Background: an optimization exercise with open tools, aiming at small area. Do not read the settings as production practice. In this exercise RTL edits were held to simulation tests only and were not proved equivalent to the original. The flow treats the clock pin as an ideal source, which a real chip does not have. Power and IR drop assume default switching activity.

## Simple_Processor
module Simple_Processor(input logic clk, reset, leftBtn, rightBtn, switchEn, input logic [11:0] switch, output logic [6:0] seg, output logic dp, output logic [3:0] an);
Size: ~580 cells after synthesis, about 29 I/O pins, ~6900 um2 of cells after synthesis.
==> flow/config.mk <==
export PLATFORM = sky130hd
export DESIGN_NAME = Simple_Processor
export DESIGN_NICKNAME = Simple_Processor
export VERILOG_FILES = /design/flow/design.v
export SDC_FILE = /design/flow/constraint.sdc
export NUM_CORES = 4
export LEC_CHECK = 0
export ABC_AREA = 1
export CAP_MARGIN = 20
export CORE_MARGIN = 2
export CORE_UTILIZATION = 75
export CTS_BUF_LIST = sky130_fd_sc_hd__clkbuf_8
export SLEW_MARGIN = 20
==> flow/constraint.sdc <==
create_clock -name core_clock -period 10.0 [get_ports {clk}]
set_input_delay 2.0000 -clock core_clock [delete_from_list [all_inputs] [get_ports {clk}]]
set_output_delay 2.0000 -clock core_clock [all_outputs]
set_load 0.01 [all_outputs]
standard.sh (not shown) runs the stock make flow with config.mk's settings and CLKGATE_MAP_FILE= SYNTH_SCRIPT=/design/flow/synth_recipe.tcl, a recipe that flattens the netlist after the stock synthesis.
==> flow/flow/run.sh <==
#!/bin/bash
# Own layout flow: the standard synthesis, then the combinational logic
# (not the registers, which keep their cells and names) is mapped again with
# an area-oriented ABC script, then the standard layout steps run on that
# netlist, with the smallest buffer on the ports. Each tool's output is kept
# in a log file of its own in the work folder.
set -euo pipefail
W=$PWD
F=$W/flow
R=$W/orfs/results/${FLOW_PLATFORM:-sky130hd}/Simple_Processor/base
LIB=$FLOW_HOME/platforms/sky130hd/lib/sky130_fd_sc_hd__tt_025C_1v80.lib
YOSYS=${YOSYS_EXE:-$(command -v yosys || echo /OpenROAD-flow-scripts/tools/install/yosys/bin/yosys)}

bash standard.sh synth > $W/flow_synth.log 2>&1

# cells the platform does not allow
DU=""
for c in $(sed -n '/DONT_USE_CELLS += /,/^$/p' $FLOW_HOME/platforms/sky130hd/config.mk | tr -d '\\' | grep -o 'sky130[a-z0-9_]*'); do
  DU="$DU -dont_use $c"
done

cp $R/1_2_yosys.v $W/standard_1_2_yosys.v

# remap_one SCRIPT TAG: map the standard netlist's logic again with one ABC
# script; writes $W/remapped_TAG.v and its log.
remap_one() {
  cat > $W/remap_$2.ys <<Y
read_liberty -ignore_miss_func $LIB
delete sky130_fd_sc_hd__df* sky130_fd_sc_hd__edf* sky130_fd_sc_hd__sdf* sky130_fd_sc_hd__sedf* sky130_fd_sc_hd__dlx* sky130_fd_sc_hd__dlr* sky130_fd_sc_hd__lpflow_inputisolatch_1
read_liberty -lib -ignore_redef $LIB
read_verilog $W/standard_1_2_yosys.v
hierarchy -top $FLOW_TOP
flatten
opt -purge
read_liberty -lib -ignore_redef $LIB
abc -script $1 -liberty $LIB $DU
opt_clean -purge
setundef -zero
splitnets
opt_clean -purge
hilomap -singleton -hicell sky130_fd_sc_hd__conb_1 HI -locell sky130_fd_sc_hd__conb_1 LO
insbuf -buf sky130_fd_sc_hd__buf_1 A X
check -assert -mapped
stat -liberty $LIB
write_verilog -noattr -nohex -nodec $W/remapped_$2.v
Y
  $YOSYS -s $W/remap_$2.ys > $W/flow_remap_$2.log 2>&1
}

# try each script, keep the smallest netlist (the standard one if none works)
best=""
best_area=""
for scr in $F/remap*.abc; do
  tag=$(basename $scr .abc)
  if remap_one $scr $tag; then
    area=$(grep "Chip area" $W/flow_remap_$tag.log | tail -1 | awk '{print $NF}' || true)
    echo "$tag $area" >> $W/flow_remap_summary.log
    if [[ -n "$area" ]] && { [[ -z "$best_area" ]] || awk "BEGIN{exit !($area < $best_area)}"; }; then
      best=$tag
      best_area=$area
    fi
  else
    echo "$tag failed" >> $W/flow_remap_summary.log
  fi
done
echo "chosen: ${best:-standard}" >> $W/flow_remap_summary.log
if [[ -n "$best" ]]; then
  cp $W/remapped_$best.v $R/1_2_yosys.v
  touch $R/1_2_yosys.v
fi

# layout settings for the standard steps (make variables)
source $F/params.sh
bash standard.sh finish "${FINISH_ARGS[@]}" > $W/flow_finish.log 2>&1
==> flow/flow/post_cts.tcl <==
proc my_clk_worst_slew {} {
  set w 0
  foreach p [get_pins -hierarchical */CLK] {
    set s [get_property $p slew_max]
    if {$s > $w} { set w $s }
  }
  return $w
}
proc my_level_cmp {a b} {
  set la [lindex [split [get_name $a] _] 1]
  set lb [lindex [split [get_name $b] _] 1]
  return [expr {$la - $lb}]
}
set my_limit 0.115
set my_sizes {sky130_fd_sc_hd__clkbuf_2 sky130_fd_sc_hd__clkbuf_4 sky130_fd_sc_hd__clkbuf_8}
estimate_parasitics -placement
puts "post_cts: worst clock-pin slew before [my_clk_worst_slew]"
# leaf buffers first, then the buffers nearer the root
set my_insts [lsort -decreasing -command my_level_cmp [get_cells clkbuf_*]]
foreach inst $my_insts {
  set orig [get_property $inst ref_name]
  set oi [lsearch $my_sizes $orig]
  if {$oi < 0} { continue }
  for {set i 0} {$i < $oi} {incr i} {
    set cand [lindex $my_sizes $i]
    replace_cell $inst $cand
    estimate_parasitics -placement
    if {[my_clk_worst_slew] <= $my_limit} {
      puts "post_cts: [get_name $inst] $orig -> $cand"
      break
    }
    replace_cell $inst $orig
    estimate_parasitics -placement
  }
}
puts "post_cts: worst clock-pin slew after [my_clk_worst_slew]"
==> flow/flow/remap2.abc <==
strash; &get -n; &dch; &nf -R 1000 -p; &put; strash; &get -n; &dch; &nf -R 1000 -p; &put; strash; &get -n; &dch; &nf -R 1000 -p; &put; strash; &get -n; &dch; &nf -R 1000 -p; &put
==> flow/flow/remap3.abc <==
strash; &get -n; &dch -f; &nf -R 1000 -p -F 10 -A 10; &put; strash; &get -n; &dch -f; &nf -R 1000 -p -F 10 -A 10; &put; strash; &get -n; &dch -f; &nf -R 1000 -p -F 10 -A 10; &put
==> flow/flow/remap4.abc <==
strash; dch; if -K 4; mfs2 -W 10; strash; &get -n; &dch; &nf -R 1000 -p; &put; strash; &get -n; &dch; &nf -R 1000 -p; &put
==> flow/flow/remap5.abc <==
&get -n; &st; &dc2; &dch -f; &nf -R 1000 -p; &put
Other scripts of this flow, unchanged in this note and not shown: flow/flow/params.sh, flow/flow/remap1.abc
The first run completed without violations.
Edit:
--- a/flow/flow/post_cts.tcl
+++ b/flow/flow/post_cts.tcl
@@ -14 +14 @@
-set my_limit 0.115
+set my_limit 0.110
==> flow/flow/remap2.abc (replaced) <==
strash; &get -n; &dch -x; &nf -R 1000 -p -C 32; &put; strash; &get -n; &dch -x; &nf -R 1000 -p -C 32; &put; strash; &get -n; &dch -x; &nf -R 1000 -p -C 32; &put; strash; &get -n; &dch -x; &nf -R 1000 -p -C 32; &put; strash; &get -n; &dch -x; &nf -R 1000 -p -C 32; &put
==> flow/flow/remap3.abc (replaced) <==
strash; &get -n; &dch; &nf -R 1000 -p -C 32; &put; strash; &get -n; &dch; &nf -R 1000 -p -C 32; &put; strash; &get -n; &dch; &nf -R 1000 -p -C 32; &put; strash; &get -n; &dch; &nf -R 1000 -p -C 32; &put; strash; &get -n; &dch; &nf -R 1000 -p -C 32; &put
==> flow/flow/remap4.abc (replaced) <==
strash; &get -n; &dch -x; &nf -R 1000 -p -C 32; &put; strash; &get -n; &dch -x; &nf -R 1000 -p -C 32; &put; strash; &get -n; &dch -x; &nf -R 1000 -p -C 32; &put
==> flow/flow/remap5.abc (replaced) <==
strash; &get -n; &dch -x; &nf -R 1000 -p -C 32; &put; strash; &get -n; &dch -x; &nf -R 1000 -p -C 32; &put; strash; &get -n; &dc2; &put; strash; &get -n; &dch -x; &nf -R 1000 -p -C 32; &put; strash; &get -n; &dch -x; &nf -R 1000 -p -C 32; &put; strash; &get -n; &dch -x; &nf -R 1000 -p -C 32; &put
==> flow/flow/remap6.abc (new file) <==
strash; &get -n; &dc2; &put; strash; &get -n; &dch -x; &nf -R 1000 -p -C 32; &put; strash; &get -n; &dch -x; &nf -R 1000 -p -C 32; &put; strash; &get -n; &dch -x; &nf -R 1000 -p -C 32; &put; strash; &get -n; &dch -x; &nf -R 1000 -p -C 32; &put; strash; &get -n; &dch -x; &nf -R 1000 -p -C 32; &put
- CORE_UTILIZATION: 75 -> 60
Result: The new run completed with no timing, DRC or antenna violations. Worst hold slack hardly moves. Via count fell by 3.7%. Wire length falls by 2.2%. Power grows by 0.44%. Register-to-register slack degrades by 0.65 ns. Fmax hardly moves. First-iteration DRC count rose by 30%.
Edit:
==> flow/flow/remap7.abc (new file) <==
strash; &get -n; &deepsyn -T 60; &put; strash; &get -n; &dch -x; &nf -R 1000 -p -C 32; &put; strash; &get -n; &dch -x; &nf -R 1000 -p -C 32; &put; strash; &get -n; &dch -x; &nf -R 1000 -p -C 32; &put; strash; &get -n; &dch -x; &nf -R 1000 -p -C 32; &put; strash; &get -n; &dch -x; &nf -R 1000 -p -C 32; &put
The new run completed without violations.
Count of clock-buffer cells in the layout is unchanged.
Design area hardly moves.
Final cell count falls slightly.
Total power rises by a few percent.
Sequential cell count stays the same.
Fmax falls by a few percent.

## what the ideal ports hide
The flow's constraints put no driver on any port. The routed layouts listed below were extracted and timed again, unchanged, in two steps.
Step 1: set_driving_cell puts a clkbuf_16 on clk and a buf_2 on each other input, an assumption about the parent block.
Step 2 adds t to the input delays and takes it off the output delays; t is the mean of the earliest and latest rising clock arrival at the registers after step 1. Input paths then give back, and output paths get back, about the clock's delay inside the block.
a / b / c = ideal / step 1 / step 2; a / b = the first two.
run | shift t [ns] | setup WS [ns] | hold slack, ns
the first run | 0.570 | 4.149 / 4.115 / 4.685 | 0.389 / 0.389 / 0.389
the second run | 0.558 | 4.151 / 4.117 / 4.675 | 0.390 / 0.390 / 0.390
the third run | 0.463 | 3.905 / 3.872 / 4.335 | 0.388 / 0.388 / 0.388
After both steps setup and hold are still met in every run listed.
